This is an optimization exercise on Yosys and OpenROAD, whose aim is small area, a short achievable clock period and few clock cycles per item, not a production implementation. At most, simulation tests tie the RTL to the original design; equivalence was not proved.

== branch sierra ==
==> module S00_AXI, before the edit <==
module S00_AXI
#(
	  parameter integer AXI_DATA_WIDTH	= 32
	, parameter integer AXI_ADDR_WIDTH	= 8
	, parameter integer AXI_REGS_COUNT	= 20
)
(
	  input  logic                              AXI_ACLK
	, input  logic                              AXI_ARESETN
	, input  logic [AXI_ADDR_WIDTH - 1 : 0]     AXI_AWADDR
	, input  logic                              AXI_AWVALID
	, output logic                              AXI_AWREADY
	, input  logic [AXI_DATA_WIDTH - 1 : 0]     AXI_WDATA
	, input  logic [(AXI_DATA_WIDTH/8)-1 : 0]   AXI_WSTRB
	, input  logic                              AXI_WVALID
	, output logic                              AXI_WREADY
	, output logic [1 : 0]                      AXI_BRESP
	, output logic                              AXI_BVALID
	, input  logic                              AXI_BREADY
	, input  logic [AXI_ADDR_WIDTH - 1 : 0]     AXI_ARADDR
	, input  logic                              AXI_ARVALID
	, output logic                              AXI_ARREADY
	, output logic [AXI_DATA_WIDTH - 1 : 0]     AXI_RDATA
	, output logic [1 : 0]                      AXI_RRESP
	, output logic                              AXI_RVALID
	, input  logic                              AXI_RREADY
);
	localparam integer NBYTES = AXI_DATA_WIDTH/8;
	assign AXI_AWREADY = 1'b1;
	assign AXI_WREADY  = 1'b1;
	assign AXI_ARREADY = 1'b1;
	assign AXI_BRESP   = 2'b00;
	assign AXI_RRESP   = 2'b00;
	logic                          aw_got, w_got, commit, bvalid;
	logic [AXI_REGS_COUNT - 1 : 0] wrow;
	logic [NBYTES - 1 : 0]         wstrb;
	logic aw_ok, w_ok;
	assign aw_ok = aw_got | AXI_AWVALID;
	assign w_ok  = w_got  | AXI_WVALID;
	always_ff @(posedge AXI_ACLK)
	begin
		if (!AXI_ARESETN)
		begin
			aw_got <= 1'b0;
			w_got  <= 1'b0;
			bvalid <= 1'b0;
		end
		else
		begin
			aw_got <= aw_ok & ~w_ok;
			w_got  <= w_ok & ~aw_ok;
			bvalid <= bvalid ? ~AXI_BREADY : (aw_ok & w_ok);
		end
	end
	assign AXI_BVALID = bvalid;
	always_ff @(posedge AXI_ACLK)
	begin
		if (!AXI_ARESETN)
		begin
			commit <= 1'b1;
			wrow   <= '1;
			wstrb  <= '1;
		end
		else
		begin
			commit <= aw_ok & w_ok;
			if (!aw_got)
				for (integer i = 0; i < AXI_REGS_COUNT; i = i + 1)
					wrow[i] <= (AXI_AWADDR[6:2] == i);
			if (!w_got) wstrb <= AXI_WSTRB;
		end
	end
	logic [AXI_DATA_WIDTH - 1 : 0] regs_n [AXI_REGS_COUNT];
	logic [AXI_DATA_WIDTH - 1 : 0] rdata;
	logic [AXI_DATA_WIDTH - 1 : 0] wdata_n;
	assign wdata_n = ~rdata;
	genvar r, b;
	generate
		for (r = 0; r < AXI_REGS_COUNT; r = r + 1)
		begin : g_row
			for (b = 0; b < NBYTES; b = b + 1)
			begin : g_byte
				logic ld;
				logic [7:0] nxt;
				assign ld = commit & wrow[r] & wstrb[b];
				for (genvar i = 0; i < 8; i = i + 1)
				begin : g_bit
					AO22 u_ao (.a(ld), .b(wdata_n[b*8+i]), .c(~ld), .d(regs_n[r][b*8+i]), .y(nxt[i]));
				end
				always_ff @(posedge AXI_ACLK) regs_n[r][b*8 +: 8] <= nxt;
			end
		end
	endgenerate
	logic rvalid;
	always_ff @(posedge AXI_ACLK) rvalid <= AXI_ARESETN & (rvalid ? ~AXI_RREADY : AXI_ARVALID);
	logic [3:0]                    lo;
	logic [7:0]                    hi;
	logic [AXI_REGS_COUNT - 1 : 0] rsel_n;
	DEC2  u_lo (.a(AXI_ARADDR[3:2]), .y(lo));
	DEC3H u_hi (.a(AXI_ARADDR[6:4]), .en(AXI_ARVALID), .y(hi));
	for (genvar i = 0; i < AXI_REGS_COUNT; i = i + 1)
	begin : g_rsel
		NAND2 u_nand (.a(hi[i / 4]), .b(lo[i % 4]), .y(rsel_n[i]));
	end
	logic hold_n, wvalid_n;
	assign hold_n   = ~(rvalid | w_got);
	assign wvalid_n = ~AXI_WVALID;
	for (genvar i = 0; i < AXI_DATA_WIDTH; i = i + 1)
	begin : g_rbit
		logic [10:0] t;
		for (genvar j = 0; j < 10; j = j + 1)
		begin : g_pair
			OAI22 u_oai (.a(rsel_n[2*j]), .b(regs_n[2*j][i]), .c(rsel_n[2*j+1]), .d(regs_n[2*j+1][i]), .y(t[j]));
		end
		OAI22 u_hw (.a(hold_n), .b(wdata_n[i]), .c(wvalid_n), .d(~AXI_WDATA[i]), .y(t[10]));
		logic rnext;
		OR11 u_or (.a(t), .y(rnext));
		always_ff @(posedge AXI_ACLK) rdata[i] <= rnext;
	end
	assign AXI_RDATA  = rdata;
	assign AXI_RVALID = rvalid;
endmodule
==> module OR11, before the edit <==
module OR11
(
	  input  logic [10:0] a
	, output logic        y
);
	logic [3:0] g_n;
	NOR3  u_n0 (.a(a[0]), .b(a[1]),  .c(a[2]),  .y(g_n[0]));
	NOR3  u_n1 (.a(a[3]), .b(a[4]),  .c(a[5]),  .y(g_n[1]));
	NOR3  u_n2 (.a(a[6]), .b(a[7]),  .c(a[8]),  .y(g_n[2]));
	NOR2  u_n3 (.a(a[9]), .b(a[10]),            .y(g_n[3]));
	NAND4 u_y  (.a(g_n[0]), .b(g_n[1]), .c(g_n[2]), .d(g_n[3]), .y(y));
endmodule
==> module NOR2, before the edit <==
module NOR2
(
	  input  logic a
	, input  logic b
	, output logic y
);
	assign y = ~(a | b);
endmodule
export LEC_CHECK = 0
export CAP_MARGIN = 20
export CORE_MARGIN = 2
export CORE_UTILIZATION = 50
export CTS_CLUSTER_DIAMETER = 80
export CTS_CLUSTER_SIZE = 25
export SETUP_SLACK_MARGIN = 2.5
export SLEW_MARGIN = 20
export SYNTH_HIERARCHICAL = 1
export SYNTH_MINIMUM_KEEP_SIZE = 0
create_clock -name core_clock -period 4.5 [get_ports {clk}]
standard.sh (not shown) runs the stock make flow with config.mk's settings and CLKGATE_MAP_FILE= SYNTH_SCRIPT=/design/flow/synth_recipe.tcl, a recipe that flattens the netlist after the stock synthesis.
==> flow/flow/run.sh <==
#!/bin/bash
# The standard layout, with the port buffers inserted as buf_4 rather than the
# weakest buffer (the resizer still sizes them where timing needs it).
set -euo pipefail
bash standard.sh BUFFER_PORTS_ARGS="-buffer_cell sky130_fd_sc_hd__buf_4" finish > standard.log 2>&1
Input changes introduced in branch juniper (baseline for comparison: branch sierra):
diff --git a/flow/design.v b/flow/design.v
--- a/flow/design.v
+++ b/flow/design.v
@@ -88,40 +88,51 @@
 					AO22 u_ao (.a(ld), .b(wdata_n[b*8+i]), .c(~ld), .d(regs_n[r][b*8+i]), .y(nxt[i]));
 				end
 				always_ff @(posedge AXI_ACLK) regs_n[r][b*8 +: 8] <= nxt;
 			end
 		end
 	endgenerate
-	logic rvalid;
-	always_ff @(posedge AXI_ACLK) rvalid <= AXI_ARESETN & (rvalid ? ~AXI_RREADY : AXI_ARVALID);
+	logic                          rvalid, rvalid_o;
+	logic                          rvalid_n;
+	assign rvalid_n = AXI_ARESETN & (rvalid ? ~AXI_RREADY : AXI_ARVALID);
+	always_ff @(posedge AXI_ACLK) rvalid <= rvalid_n;
+	OUTREG u_rvalid_o (.clk(AXI_ACLK), .d(rvalid_n), .q(rvalid_o));
 	logic [3:0]                    lo;
 	logic [7:0]                    hi;
 	logic [AXI_REGS_COUNT - 1 : 0] rsel_n;
 	DEC2  u_lo (.a(AXI_ARADDR[3:2]), .y(lo));
 	DEC3H u_hi (.a(AXI_ARADDR[6:4]), .en(AXI_ARVALID), .y(hi));
 	for (genvar i = 0; i < AXI_REGS_COUNT; i = i + 1)
 	begin : g_rsel
 		NAND2 u_nand (.a(hi[i / 4]), .b(lo[i % 4]), .y(rsel_n[i]));
 	end
-	logic hold_n, wvalid_n;
-	assign hold_n   = ~(rvalid | w_got);
-	assign wvalid_n = ~AXI_WVALID;
+	logic hold;
+	assign hold = rvalid | w_got;
 	for (genvar i = 0; i < AXI_DATA_WIDTH; i = i + 1)
 	begin : g_rbit
-		logic [10:0] t;
+		logic [11:0] t;
 		for (genvar j = 0; j < 10; j = j + 1)
 		begin : g_pair
 			OAI22 u_oai (.a(rsel_n[2*j]), .b(regs_n[2*j][i]), .c(rsel_n[2*j+1]), .d(regs_n[2*j+1][i]), .y(t[j]));
 		end
-		OAI22 u_hw (.a(hold_n), .b(wdata_n[i]), .c(wvalid_n), .d(~AXI_WDATA[i]), .y(t[10]));
+		AND2 u_hold (.a(hold), .b(rdata[i]), .y(t[10]));
+		AND2 u_wr (.a(AXI_WVALID), .b(AXI_WDATA[i]), .y(t[11]));
 		logic rnext;
-		OR11 u_or (.a(t), .y(rnext));
+		OR12 u_or (.a(t), .y(rnext));
 		always_ff @(posedge AXI_ACLK) rdata[i] <= rnext;
 	end
 	assign AXI_RDATA  = rdata;
-	assign AXI_RVALID = rvalid;
+	assign AXI_RVALID = rvalid_o;
+endmodule
+module OUTREG
+(
+	  input  logic clk
+	, input  logic d
+	, output logic q
+);
+	always_ff @(posedge clk) q <= d;
 endmodule
 module AO22
 (
 	  input  logic a
 	, input  logic b
 	, input  logic c
@@ -145,40 +156,40 @@
 	  input  logic a
 	, input  logic b
 	, output logic y
 );
 	assign y = ~(a & b);
 endmodule
-module OR11
-(
-	  input  logic [10:0] a
+module AND2
+(
+	  input  logic a
+	, input  logic b
+	, output logic y
+);
+	assign y = a & b;
+endmodule
+module OR12
+(
+	  input  logic [11:0] a
 	, output logic        y
 );
 	logic [3:0] g_n;
 	NOR3  u_n0 (.a(a[0]), .b(a[1]),  .c(a[2]),  .y(g_n[0]));
 	NOR3  u_n1 (.a(a[3]), .b(a[4]),  .c(a[5]),  .y(g_n[1]));
 	NOR3  u_n2 (.a(a[6]), .b(a[7]),  .c(a[8]),  .y(g_n[2]));
-	NOR2  u_n3 (.a(a[9]), .b(a[10]),            .y(g_n[3]));
+	NOR3  u_n3 (.a(a[9]), .b(a[10]), .c(a[11]), .y(g_n[3]));
 	NAND4 u_y  (.a(g_n[0]), .b(g_n[1]), .c(g_n[2]), .d(g_n[3]), .y(y));
 endmodule
 module NOR3
 (
 	  input  logic a
 	, input  logic b
 	, input  logic c
 	, output logic y
 );
 	assign y = ~(a | b | c);
-endmodule
-module NOR2
-(
-	  input  logic a
-	, input  logic b
-	, output logic y
-);
-	assign y = ~(a | b);
 endmodule
 module NAND4
 (
 	  input  logic a
 	, input  logic b
 	, input  logic c
==> run summary <==
Arrival time of the worst setup path ended up 1500 ps lower on branch juniper than on branch sierra. Between branch juniper and branch sierra, it is branch juniper whose die boundary height is higher, by about 0.6%. When the final numbers for branch juniper and branch sierra were put side by side, the number of clock buffers in the layout turned out to be greater in branch sierra. branch juniper against branch sierra: least setup slack across all paths after layout climbed 75 ps; combined buffer and inverter count along the critical path stayed essentially flat; share of the cycle needed by the critical path after routing fell 1.7 points. Of the two values seen for path class of the lowest-slack min-delay path, reg2reg was produced by branch juniper and in2reg by branch sierra.
Testbench counts of branch juniper, summed over its fixed seeds: cycles 6,400, items 3,200.
Function not checked in branch sierra: the RTL went through the layout flow alone.

-- port drivers added, routing unchanged --
In the flow no input, the clock included, has a driving cell. The finished layouts below were timed again as built, in two steps.
Step 1, drivers: a clkbuf_16 drives clk and a buf_2 each remaining input, both assumed.
Step 2 times the ports against the registers' clock, not the clock port: input delays grow and output delays shrink by t, the midpoint of the rising clock arrivals with the driver on.
Three values: no drivers, after step 1, after step 2; two values: the first two.
run | t, ns | setup WS [ns] | worst setup path at the end
branch sierra | 0.641 | 2.451 / 2.471 / 1.843 | input to register
branch juniper | 0.639 | 2.526 / 2.465 / 1.931 | input to register
After both steps setup and hold are still met in every run listed. The setup slack of branch sierra, which loses most, moves by +0.020 ns with the drivers and by -0.608 ns with both steps.
